Background: an optimization exercise with open tools, aiming at small area. Do not read the settings as production practice.
Function was checked by simulation only, so behaviour that the tests miss may differ from the original.
Power and IR drop assume default switching activity.

==> build 16: inputs <==
## bf8b
module bf8b (
    input rst,
    input clk,
    input rx,
    input [31:0] data_in,
    output [31:0] data_out,
    output [29:0] addr,
    output [3:0] wes,
    output tx
);
clock: 14.0 ns
lec_check: 0
cap_margin: 20
core_margin: 2
core_utilization: 50
gpl_routability_driven: 0
slew_margin: 20
standard.sh (not shown) runs the stock make flow with config.mk's settings and CLKGATE_MAP_FILE= SYNTH_SCRIPT=/design/flow/synth_recipe.tcl, a recipe that flattens the netlist after the stock synthesis.
==> flow/flow/run.sh <==
#!/bin/bash
# The standard layout, with three of its steps tuned for area:
#  - synthesis maps the logic with an area-oriented ABC script (flow/abc_area.script)
#    instead of ORFS's delay-oriented one; everything else in the synthesis is the
#    standard one (synth_recipe.tcl), so the registers are the same;
#  - ports are buffered with buf_1 rather than the resizer's default delay cell;
#  - clock-tree sinks are clustered in larger groups.
set -euo pipefail
here=$(pwd)
{
  echo "proc abc {args} {"
  echo "  set i [lsearch -exact \$args -script]"
  echo "  if {\$i >= 0} { lset args [expr {\$i + 1}] $here/flow/abc_area.script }"
  echo "  yosys abc {*}\$args"
  echo "}"
  cat synth_recipe.tcl
} > area_synth.tcl
sed "s#SYNTH_SCRIPT=[^ ]*#SYNTH_SCRIPT=$here/area_synth.tcl#" standard.sh > area_standard.sh
export BUFFER_PORTS_ARGS="-buffer_cell sky130_fd_sc_hd__buf_1"
export CTS_ARGS="-sink_clustering_enable -repair_clock_nets -buf_list sky130_fd_sc_hd__clkbuf_4 -sink_clustering_buffer sky130_fd_sc_hd__clkbuf_8 -sink_clustering_size 16 -sink_clustering_max_diameter 60 -dont_use_dummy_load"
bash area_standard.sh > standard.log 2>&1
==> flow/flow/abc_area.script <==
&get -n
&st
&syn2
&dch
&nf -R 1000
&put
==> inputs of build 55, as changes to build 16 <==
--- a/flow/design.v
+++ b/flow/design.v
@@ -157,16 +157,15 @@
 );
 localparam P_FETCH = 2'd0;      
 localparam P_EX    = 2'd1;      
 localparam P_EX2   = 2'd2;      
 localparam P_DMA   = 2'd3;      
-localparam K_SLT   = 3'd0;      
-localparam K_SH    = 3'd1;      
-localparam K_LOAD  = 3'd2;      
-localparam K_STORE = 3'd3;      
-localparam K_JMP   = 3'd4;      
-localparam K_ROT   = 3'd5;      
+localparam K_SLT   = 3'd0;
+localparam K_SH    = 3'd1;
+localparam K_LOAD  = 3'd2;
+localparam K_STORE = 3'd3;
+localparam K_JMP   = 3'd4;
 reg [1:0] t;
 reg [1:0] pass;
 reg [2:0] k2;
 reg [29:0] pc;
 reg [31:0] a;
@@ -179,10 +178,11 @@
 reg dsel;                        
 reg txcap;                       
 reg pcinc;                       
 reg uflag;                       
 wire t0 = t == 2'd0;
+wire t1 = t == 2'd1;
 wire t3 = t == 2'd3;
 wire [31:0] ir = data_in;
 wire [4:0] opc = ir[6:2];
 wire [2:0] f3 = ir[14:12];
 wire [4:0] rd = ir[11:7];
@@ -256,13 +256,14 @@
 wire taken = cond ^ f3[0];
 wire left = ~f3[2];
 wire [1:0] q = rlo[4:3];
 wire [2:0] rr = rlo[2:0];
 wire fill = ir[30] & flag;
-wire [1:0] rot_n = left ? -q : q;
-wire [7:0] hi_b = left ? a[7:0] : a[15:8];
-wire [7:0] lo_b = left ? a[31:24] : a[7:0];
+wire [1:0] hi_i = left ? -q : q + 2'd1;
+wire [1:0] lo_i = left ? ~q : q;
+wire [7:0] hi_b = a[8*hi_i +: 8];
+wire [7:0] lo_b = a[8*lo_i +: 8];
 wire hi_ok = left ? (t >= q) : ({1'b0, t} + q < 3'd3);
 wire lo_ok = left ? ({1'b0, t} >= q + 3'd1) : ({1'b0, t} + q < 3'd4);
 wire [7:0] hi_v = hi_ok ? hi_b : {8{fill}};
 wire [7:0] lo_v = lo_ok ? lo_b : {8{fill}};
 wire [15:0] win = left ? {1'b0, hi_v, lo_v[7:1]} : {hi_v, lo_v};
@@ -357,11 +358,11 @@
         end
         P_EX: begin
             if (is_alu & (is_slt | is_sh)) begin
                 na = {p1, a[31:8]};
                 if (t3) begin
-                    nk2 = is_slt ? K_SLT : K_ROT;
+                    nk2 = is_slt ? K_SLT : K_SH;
                     npass = P_EX2;
                 end
             end else if (is_alu | is_lui | is_auipc) begin
                 wen = 1'b1;
                 if (t3)
@@ -396,16 +397,10 @@
                     wen = 1'b1;
                     wbyte = {7'b0, flag & t0};
                     if (t3)
                         advance(1'b0);
                 end
-                K_ROT: begin
-                    if (t < rot_n)
-                        na = {a[7:0], a[31:8]};
-                    if (t3)
-                        nk2 = K_SH;
-                end
                 K_JMP: begin
                     wen = 1'b1;
                     wbyte = sum[7:0];
                     if (t3) begin
                         pc_we = 1'b1;
--- a/flow/flow/run.sh
+++ b/flow/flow/run.sh
@@ -14,8 +14,9 @@
   echo "  yosys abc {*}\$args"
   echo "}"
   cat synth_recipe.tcl
 } > area_synth.tcl
 sed "s#SYNTH_SCRIPT=[^ ]*#SYNTH_SCRIPT=$here/area_synth.tcl#" standard.sh > area_standard.sh
+export DONT_USE_CELLS="sky130_fd_sc_hd__buf_4 sky130_fd_sc_hd__buf_6 sky130_fd_sc_hd__buf_8 sky130_fd_sc_hd__buf_12 sky130_fd_sc_hd__buf_16"
 export BUFFER_PORTS_ARGS="-buffer_cell sky130_fd_sc_hd__buf_1"
-export CTS_ARGS="-sink_clustering_enable -repair_clock_nets -buf_list sky130_fd_sc_hd__clkbuf_4 -sink_clustering_buffer sky130_fd_sc_hd__clkbuf_8 -sink_clustering_size 16 -sink_clustering_max_diameter 60 -dont_use_dummy_load"
+export CTS_ARGS="-sink_clustering_enable -repair_clock_nets -buf_list sky130_fd_sc_hd__clkbuf_4 -sink_clustering_size 10 -sink_clustering_max_diameter 40 -dont_use_dummy_load"
 bash area_standard.sh > standard.log 2>&1
- GPL_ROUTABILITY_DRIVEN: 0 -> unset
==> inputs of trial 71, as changes to build 16 <==
--- a/flow/design.v
+++ b/flow/design.v
@@ -157,16 +157,16 @@
 );
 localparam P_FETCH = 2'd0;      
 localparam P_EX    = 2'd1;      
 localparam P_EX2   = 2'd2;      
 localparam P_DMA   = 2'd3;      
-localparam K_SLT   = 3'd0;      
-localparam K_SH    = 3'd1;      
-localparam K_LOAD  = 3'd2;      
-localparam K_STORE = 3'd3;      
-localparam K_JMP   = 3'd4;      
-localparam K_ROT   = 3'd5;      
+localparam K_SLT   = 3'd0;
+localparam K_SH    = 3'd1;
+localparam K_LOAD  = 3'd2;
+localparam K_STORE = 3'd3;
+localparam K_JMP   = 3'd4;
+localparam K_ROT   = 3'd5;
 reg [1:0] t;
 reg [1:0] pass;
 reg [2:0] k2;
 reg [29:0] pc;
 reg [31:0] a;
@@ -179,10 +179,11 @@
 reg dsel;                        
 reg txcap;                       
 reg pcinc;                       
 reg uflag;                       
 wire t0 = t == 2'd0;
+wire t1 = t == 2'd1;
 wire t3 = t == 2'd3;
 wire [31:0] ir = data_in;
 wire [4:0] opc = ir[6:2];
 wire [2:0] f3 = ir[14:12];
 wire [4:0] rd = ir[11:7];
--- a/flow/flow/run.sh
+++ b/flow/flow/run.sh
@@ -15,7 +15,7 @@
   echo "}"
   cat synth_recipe.tcl
 } > area_synth.tcl
 sed "s#SYNTH_SCRIPT=[^ ]*#SYNTH_SCRIPT=$here/area_synth.tcl#" standard.sh > area_standard.sh
 export BUFFER_PORTS_ARGS="-buffer_cell sky130_fd_sc_hd__buf_1"
-export CTS_ARGS="-sink_clustering_enable -repair_clock_nets -buf_list sky130_fd_sc_hd__clkbuf_4 -sink_clustering_buffer sky130_fd_sc_hd__clkbuf_8 -sink_clustering_size 16 -sink_clustering_max_diameter 60 -dont_use_dummy_load"
+export CTS_ARGS="-sink_clustering_enable -repair_clock_nets -buf_list sky130_fd_sc_hd__clkbuf_8 -sink_clustering_size 16 -sink_clustering_max_diameter 60 -dont_use_dummy_load"
 bash area_standard.sh > standard.log 2>&1
- GPL_ROUTABILITY_DRIVEN: 0 -> unset
==> inputs of build 93, as changes to build 16 <==
--- a/flow/design.v
+++ b/flow/design.v
@@ -1,10 +1,9 @@
 module uart (
     input rst,
     input clk,
     input [1:0] t,
-    output clr,
     input st_go,                 
     input [2:0] sel,             
     input [7:0] st_byte,
     input dma_pass,
     input dma_rx,                
@@ -32,18 +31,18 @@
 wire [7:0] rx_end = u3[0];
 wire [7:0] tx_ptr = u4[0];
 wire [7:0] rx_ptr = u5[0];
 reg tx_en, rx_en;
 reg [1:0] clr_cnt;
-assign clr = rst | (clr_cnt != 0);
+wire clr = rst | (clr_cnt != 0);
 reg ptrrst;                      
 wire ptrrst_now = (t == 0) ? st_byte[5] : ptrrst;
 wire st_cfg = st_go & (sel == 3'd0);
-wire w0 = clr | (st_go & (sel == 3'd1));
-wire w1 = clr | (st_go & (sel == 3'd2));
-wire w2 = clr | (st_go & (sel == 3'd3));
-wire w3 = clr | (st_go & (sel == 3'd4));
+wire w0 = st_go & (sel == 3'd1);
+wire w1 = st_go & (sel == 3'd2);
+wire w2 = st_go & (sel == 3'd3);
+wire w3 = st_go & (sel == 3'd4);
 wire w4 = w0 | (dma_pass & ~dma_rx);
 wire w5 = w2 | (st_cfg & ptrrst_now) | (dma_pass & dma_rx);
 wire [7:0] d4 = dma_pass ? ptr_byte : st_byte;
 wire [7:0] d5 = dma_pass ? ptr_byte : (st_cfg ? rx_start : st_byte);
 integer k;
@@ -54,16 +53,16 @@
         u2[k] <= u2[k+1];
         u3[k] <= u3[k+1];
         u4[k] <= u4[k+1];
         u5[k] <= u5[k+1];
     end
-    u0[3] <= w0 ? st_byte : u0[0];
-    u1[3] <= w1 ? st_byte : u1[0];
-    u2[3] <= w2 ? st_byte : u2[0];
-    u3[3] <= w3 ? st_byte : u3[0];
-    u4[3] <= w4 ? d4 : u4[0];
-    u5[3] <= w5 ? d5 : u5[0];
+    u0[3] <= clr ? 8'd0 : w0 ? st_byte : u0[0];
+    u1[3] <= clr ? 8'd0 : w1 ? st_byte : u1[0];
+    u2[3] <= clr ? 8'd0 : w2 ? st_byte : u2[0];
+    u3[3] <= clr ? 8'd0 : w3 ? st_byte : u3[0];
+    u4[3] <= clr ? 8'd0 : w4 ? d4 : u4[0];
+    u5[3] <= clr ? 8'd0 : w5 ? d5 : u5[0];
 end
 reg txeq_acc, rxeq_acc, tx_eq, rx_eq;
 wire txeq_now = (tx_ptr == tx_end) & ((t == 0) | txeq_acc);
 wire rxeq_now = (rx_ptr == rx_end) & ((t == 0) | rxeq_acc);
 reg [9:0] txs;
@@ -157,19 +156,17 @@
 );
 localparam P_FETCH = 2'd0;      
 localparam P_EX    = 2'd1;      
 localparam P_EX2   = 2'd2;      
 localparam P_DMA   = 2'd3;      
-localparam K_SLT   = 3'd0;      
-localparam K_SH    = 3'd1;      
-localparam K_LOAD  = 3'd2;      
-localparam K_STORE = 3'd3;      
-localparam K_JMP   = 3'd4;      
-localparam K_ROT   = 3'd5;      
+localparam K_SLT   = 2'd0;
+localparam K_SH    = 2'd1;
+localparam K_LOAD  = 2'd2;
+localparam K_STORE = 2'd3;
 reg [1:0] t;
 reg [1:0] pass;
-reg [2:0] k2;
+reg [1:0] k2;
 reg [29:0] pc;
 reg [31:0] a;
 reg [4:0] rlo;                   
 reg [2:0] rf3;                   
 reg c;                           
@@ -179,10 +176,11 @@
 reg dsel;                        
 reg txcap;                       
 reg pcinc;                       
 reg uflag;                       
 wire t0 = t == 2'd0;
+wire t1 = t == 2'd1;
 wire t3 = t == 2'd3;
 wire [31:0] ir = data_in;
 wire [4:0] opc = ir[6:2];
 wire [2:0] f3 = ir[14:12];
 wire [4:0] rd = ir[11:7];
@@ -212,39 +210,47 @@
         imm = {{11{ir[31]}}, ir[31], ir[19:12], ir[20], ir[30:21], 1'b0};
     else
         imm = {{20{ir[31]}}, ir[31:20]};
 end
 wire [7:0] immb = imm[8*t +: 8];
-wire uart_clr;
-wire [4:0] rs2x = uart_clr ? 5'd0 : (pass == P_EX) ? rs2 : rlo;
+wire [4:0] rs2x = (pass == P_EX) ? rs2 : rlo;
 wire [7:0] p1, p2;
+reg [7:0] rf [1:31][0:3];
+wire [31:1] sel1, sel2;
+wire [31*8-1:0] taps;
+genvar gr;
+generate
+    for (gr = 1; gr < 32; gr = gr + 1) begin : TAP
+        assign taps[8*(gr-1) +: 8] = rf[gr][0];
+    end
+endgenerate
+onehot5 DEC1 (.x(rs1), .y(sel1));
+onehot5 DEC2 (.x(rs2x), .y(sel2));
+rdmux RD1 (.sel(sel1), .taps(taps), .q(p1));
+rdmux RD2 (.sel(sel2), .taps(taps), .q(p2));
+integer r, j;
 reg wen;
 reg [4:0] wreg;
 reg [7:0] wbyte;
-integer j;
-regfile RF (
-    .clk(clk),
-    .rs1(rs1),
-    .rs2(rs2x),
-    .wen(wen),
-    .wreg(wreg),
-    .wbyte(wbyte),
-    .p1(p1),
-    .p2(p2)
-);
+always @(posedge clk) begin
+    for (r = 1; r < 32; r = r + 1) begin
+        for (j = 0; j < 3; j = j + 1)
+            rf[r][j] <= rf[r][j+1];
+        rf[r][3] <= (wen && wreg == r) ? wbyte : rf[r][0];
+    end
+end
 reg inc_a;                       
-reg cin_a;
-reg sel_ea;
-wire [29:0] inc = (inc_a ? a[31:2] : pc) + cin_a;
+wire [29:0] inc = (inc_a ? a[31:2] : pc) + 1'b1;
 wire [31:0] pcw = {pc, 2'b00};
+wire [31:0] incw = {inc, 2'b00};
 wire [7:0] pcb = pcw[8*t +: 8];
+wire [7:0] incb = incw[8*t +: 8];
 wire [7:0] uart_ptr;
 wire in_dma = pass == P_DMA;
-wire in_ex2 = pass == P_EX2;
-wire use_pc = in_ex2 | is_auipc | is_jal | is_br;
+wire use_pc = is_auipc | is_jal | is_br;
 wire [7:0] ain = in_dma ? uart_ptr : use_pc ? pcb : is_lui ? 8'd0 : p1;
-wire [7:0] bin = in_dma ? 8'd0 : in_ex2 ? {5'd0, t0, 2'd0} : is_op ? p2 : immb;
+wire [7:0] bin = in_dma ? 8'd0 : is_op ? p2 : immb;
 wire sub = ~in_dma & is_op & ir[30] & (f3 == 3'b000);
 wire cin = t0 ? (sub | in_dma) : c;
 wire [8:0] sum = {1'b0, ain} + {1'b0, bin ^ {8{sub}}} + cin;
 wire [7:0] cb = (is_op | is_br) ? p2 : immb;
 wire ccin = t0 ? 1'b1 : cc;
@@ -256,13 +262,14 @@
 wire taken = cond ^ f3[0];
 wire left = ~f3[2];
 wire [1:0] q = rlo[4:3];
 wire [2:0] rr = rlo[2:0];
 wire fill = ir[30] & flag;
-wire [1:0] rot_n = left ? -q : q;
-wire [7:0] hi_b = left ? a[7:0] : a[15:8];
-wire [7:0] lo_b = left ? a[31:24] : a[7:0];
+wire [1:0] hi_i = left ? -q : q + 2'd1;
+wire [1:0] lo_i = left ? ~q : q;
+wire [7:0] hi_b = a[8*hi_i +: 8];
+wire [7:0] lo_b = a[8*lo_i +: 8];
 wire hi_ok = left ? (t >= q) : ({1'b0, t} + q < 3'd3);
 wire lo_ok = left ? ({1'b0, t} >= q + 3'd1) : ({1'b0, t} + q < 3'd4);
 wire [7:0] hi_v = hi_ok ? hi_b : {8{fill}};
 wire [7:0] lo_v = lo_ok ? lo_b : {8{fill}};
 wire [15:0] win = left ? {1'b0, hi_v, lo_v[7:1]} : {hi_v, lo_v};
@@ -299,11 +306,10 @@
 wire k_uart = pass == P_EX2 && (k2 == K_LOAD || k2 == K_STORE) && uflag;
 uart UART (
     .rst(rst),
     .clk(clk),
     .t(t),
-    .clr(uart_clr),
     .st_go(k_uart && k2 == K_STORE),
     .sel(a[4:2]),
     .st_byte(p2),
     .dma_pass(in_dma),
     .dma_rx(dma_rx),
@@ -318,75 +324,72 @@
     .rx_need(rx_need),
     .rx(rx),
     .tx(tx)
 );
 reg [1:0] npass;
-reg [2:0] nk2;
+reg [1:0] nk2;
 reg pc_we;                       
 reg [31:0] na;
+reg [1:0] amux;                  
 reg [3:0] wes_r;
 reg [7:0] dbyte;
 task automatic advance(input jump);
     begin
         pc_we = 1'b1;
-        sel_ea = jump;
-        cin_a = 1'b1;
+        amux = jump ? 2'd3 : 2'd1;
         npass = dma_req ? P_DMA : P_EX;
     end
 endtask
 always @(*) begin
     npass = pass;
     nk2 = k2;
     pc_we = 1'b0;
     na = a;
-    sel_ea = 1'b0;
-    cin_a = 1'b0;
+    amux = 2'd0;
     inc_a = 1'b0;
     wes_r = 4'b0;
     wen = 1'b0;
     wreg = rd;
     wbyte = alub;
     dbyte = p2;
     case (pass)
         P_FETCH: begin
             if (t0 && pcinc) begin
-                cin_a = 1'b1;
+                amux = 2'd1;
                 pc_we = 1'b1;
             end
             if (t3)
                 npass = dma_req ? P_DMA : P_EX;
         end
         P_EX: begin
             if (is_alu & (is_slt | is_sh)) begin
                 na = {p1, a[31:8]};
                 if (t3) begin
-                    nk2 = is_slt ? K_SLT : K_ROT;
+                    nk2 = is_slt ? K_SLT : K_SH;
                     npass = P_EX2;
                 end
             end else if (is_alu | is_lui | is_auipc) begin
                 wen = 1'b1;
                 if (t3)
                     advance(1'b0);
-            end else if (is_br) begin
+            end else if (is_jal | is_jalr | is_br) begin
                 na = {sum[7:0], a[31:8]};
-                if (t3)
-                    advance(taken);
-            end else if (is_jal | is_jalr) begin
-                na = {sum[7:0], a[31:8]};
-                if (t3) begin
-                    nk2 = K_JMP;
-                    npass = P_EX2;
+                if (!is_br) begin
+                    wen = 1'b1;
+                    wbyte = incb;
                 end
+                if (t3)
+                    advance(!is_br || taken);
             end else begin
                 na = {sum[7:0], a[31:8]};
                 if (t3) begin
                     nk2 = is_load ? K_LOAD : K_STORE;
                     npass = P_EX2;
                     if (is_load)
-                        sel_ea = 1'b1;
+                        amux = 2'd3;
                     else if (f3[1:0] == 2'b10 && a[9:8] == 2'b00 && !uart_ea) begin
-                        sel_ea = 1'b1;
+                        amux = 2'd3;
                         wes_r = 4'b1000;
                     end
                 end
             end
         end
@@ -396,25 +399,10 @@
                     wen = 1'b1;
                     wbyte = {7'b0, flag & t0};
                     if (t3)
                         advance(1'b0);
                 end
-                K_ROT: begin
-                    if (t < rot_n)
-                        na = {a[7:0], a[31:8]};
-                    if (t3)
-                        nk2 = K_SH;
-                end
-                K_JMP: begin
-                    wen = 1'b1;
-                    wbyte = sum[7:0];
-                    if (t3) begin
-                        pc_we = 1'b1;
-                        inc_a = 1'b1;
-                        npass = dma_req ? P_DMA : P_EX;
-                    end
-                end
                 K_SH: begin
                     wen = 1'b1;
                     wbyte = shout;
                     na = {a[7:0], a[31:8]};
                     if (t3)
@@ -426,21 +414,21 @@
                     if (uflag)
                         wbyte = uart_rd;
                     else begin
                         wbyte = ldb;
                         if (!t3) begin
-                            inc_a = 1'b1;
-                            cin_a = lnext[2];
+                            inc_a = lnext[2];
+                            amux = lnext[2] ? 2'd1 : 2'd2;
                         end
                     end
                     if (t3)
                         advance(1'b0);
                 end
                 default: begin
                     if (!uflag && st_now) begin
-                        inc_a = 1'b1;
-                        cin_a = sbyte[2];
+                        inc_a = sbyte[2];
+                        amux = sbyte[2] ? 2'd1 : 2'd2;
                         wes_r = 4'b0001 << sbyte[1:0];
                     end
                     if (t3) begin
                         if (!uflag && st_now)
                             npass = P_FETCH;     
@@ -451,22 +439,22 @@
             endcase
         end
         default: begin
             na = {uart_ptr, a[31:8]};
             if (t3) begin
-                sel_ea = 1'b1;
+                amux = 2'd3;
                 if (dsel) begin
                     wes_r = 4'b0001 << a[9:8];
                     dbyte = rx_byte;
                 end
                 npass = P_FETCH;
             end
         end
     endcase
 end
 wire [29:0] ea = {in_dma ? uart_ptr : sum[7:0], a[31:10]};
-assign addr = sel_ea ? ea : inc;
+assign addr = (amux == 2'd0) ? pc : (amux == 2'd1) ? inc : (amux == 2'd2) ? a[31:2] : ea;
 assign wes = rst ? 4'b0 : wes_r;
 assign data_out = {4{dbyte}};
 always @(posedge clk) begin
     if (rst) begin
         t <= 2'd0;
@@ -505,42 +493,10 @@
     end
     if (in_dma && t0)
         dsel <= rx_need;
 end
 endmodule
-module regfile (
-    input clk,
-    input [4:0] rs1,
-    input [4:0] rs2,
-    input wen,
-    input [4:0] wreg,
-    input [7:0] wbyte,
-    output [7:0] p1,
-    output [7:0] p2
-);
-reg [7:0] rf [1:31][0:3];
-wire [31:1] sel1, sel2;
-wire [31*8-1:0] taps;
-integer r, j;
-genvar gr;
-generate
-    for (gr = 1; gr < 32; gr = gr + 1) begin : TAP
-        assign taps[8*(gr-1) +: 8] = rf[gr][0];
-    end
-endgenerate
-onehot5 DEC1 (.x(rs1), .y(sel1));
-onehot5 DEC2 (.x(rs2), .y(sel2));
-rdmux RD1 (.sel(sel1), .taps(taps), .q(p1));
-rdmux RD2 (.sel(sel2), .taps(taps), .q(p2));
-always @(posedge clk) begin
-    for (r = 1; r < 32; r = r + 1) begin
-        for (j = 0; j < 3; j = j + 1)
-            rf[r][j] <= rf[r][j+1];
-        rf[r][3] <= (wen && wreg == r) ? wbyte : rf[r][0];
-    end
-end
-endmodule
 module onehot5 (
     input [4:0] x,
     output [31:1] y
 );
 genvar i;
==> flow/flow/run.sh (replaced) <==
#!/bin/bash
# The standard layout, with three of its steps tuned for area:
#  - synthesis maps the logic with an area-oriented ABC script (flow/abc_area.script)
#    instead of ORFS's delay-oriented one; everything else in the synthesis is the
#    standard one (synth_recipe.tcl), so the registers are the same;
#  - ports are buffered with buf_2 rather than the resizer's default delay cell;
#  - clock-tree sinks are clustered in larger groups.
set -euo pipefail
here=$(pwd)
{
  echo "proc abc {args} {"
  echo "  set i [lsearch -exact \$args -script]"
  echo "  if {\$i >= 0} { lset args [expr {\$i + 1}] $here/flow/abc_area.script }"
  echo "  yosys abc {*}\$args"
  echo "}"
  cat synth_recipe.tcl
} > area_synth.tcl
sed "s#SYNTH_SCRIPT=[^ ]*#SYNTH_SCRIPT=$here/area_synth.tcl#" standard.sh > area_standard.sh
export BUFFER_PORTS_ARGS="-buffer_cell sky130_fd_sc_hd__buf_2"
export CTS_ARGS="-sink_clustering_enable -repair_clock_nets -sink_clustering_size 24 -sink_clustering_max_diameter 100 -dont_use_dummy_load"
bash area_standard.sh > standard.log 2>&1
- CORE_UTILIZATION: 50 -> 35
- GPL_ROUTABILITY_DRIVEN: 0 -> unset
==> results.txt <==
|  | trial 71 | build 55 | build 16 | build 93 |
|---|---|---|---|---|
| CP max stage cell | sky130_fd_sc_hd__nor2_1 | sky130_fd_sc_hd__or3_1 | sky130_fd_sc_hd__a222oi_1 | sky130_fd_sc_hd__a2111oi_0 |
| Seq cells | 1306 | 1306 | 1306 | 1305 |
| Largest driver fanout on the critical path | 56 | 57 | 56 | 22 |
| Clock Power Share | 27.6% | 28.1% | 27.5% | 31.0% |
| Run status | complete, no violations | complete, no violations | complete, no violations | complete, no violations |
| H-tree levels | 3 | 4 | 3 | 3 |
| Number of DRC markers after the initial detailed-route iteration | 3364 | 3347 | 4484 | 4070 |
| Pin count of the biggest net entering global routing | 57 | 58 | 57 | 68 |
| Last weighted congestion value of the routability-driven placer | 1.06 | 1.06 | - | 1.01 |
| Routing usage on met1 | 42.4% | 43.2% | 37.9% | 33.5% |
| Share of the clock period used by the worst path | 95.4% | 93.4% | 93.9% | 96.3% |
| Area post-placement | 42600 sq um | 43000 sq um | 42400 sq um | 44400 sq um |
| Power drawn by the combinational cells | 0.612 mW | 0.416 mW | 0.601 mW | 0.608 mW |
| Fraction of area in multi-input gates | 30.2% | 30.6% | 30.3% | 31.1% |
| Min-Delay Startpoint | RF.rf[123][6] | RF.rf[30][7] | RF.rf[73][0] | rf[53][4] |
| Mapped Cells | 3603 | 3634 | 3603 | 3820 |
| Antenna violations before repair | 2 | 4 | 10 | 12 |
| Inserted tap cell count | 1060 | 1060 | 1060 | 1536 |

## static timing again, ports no longer ideal
Ports are ideal in the flow. The routed layouts listed here were re-timed in OpenROAD.
Step 1, drivers: a clkbuf_16 drives clk and a buf_2 each remaining input, both assumed.
Step 2 adds t to the input delays and takes it off the output delays; t is the mean of the earliest and latest rising clock arrival at the registers after step 1. Input paths then give back, and output paths get back, about the clock's delay inside the block.
Slacks: no drivers / after step 1 / after step 2; pairs: no drivers / after step 1.
run | t, ns | setup slack, ns | worst setup path after step 2 | slew at the worst register clock pin (ns) | worst data-port slew with drivers (ns)
build 16 | 1.010 | 0.852 / 0.788 / 0.788 | input to output | 0.10 / 0.10 | 0.09
build 55 | 1.068 | 0.927 / 0.905 / 0.905 | input to output | 0.11 / 0.11 | 0.05
trial 71 | 0.764 | 0.638 / 0.618 / 0.618 | input to output | 0.10 / 0.10 | 0.06
build 93 | 0.699 | 0.520 / 0.487 / 0.487 | input to output | 0.10 / 0.10 | 0.14
After both steps every run listed still meets setup and hold. For build 16, which loses most, drivers alone change the setup slack by -0.064 ns; drivers and shift together by -0.064 ns.
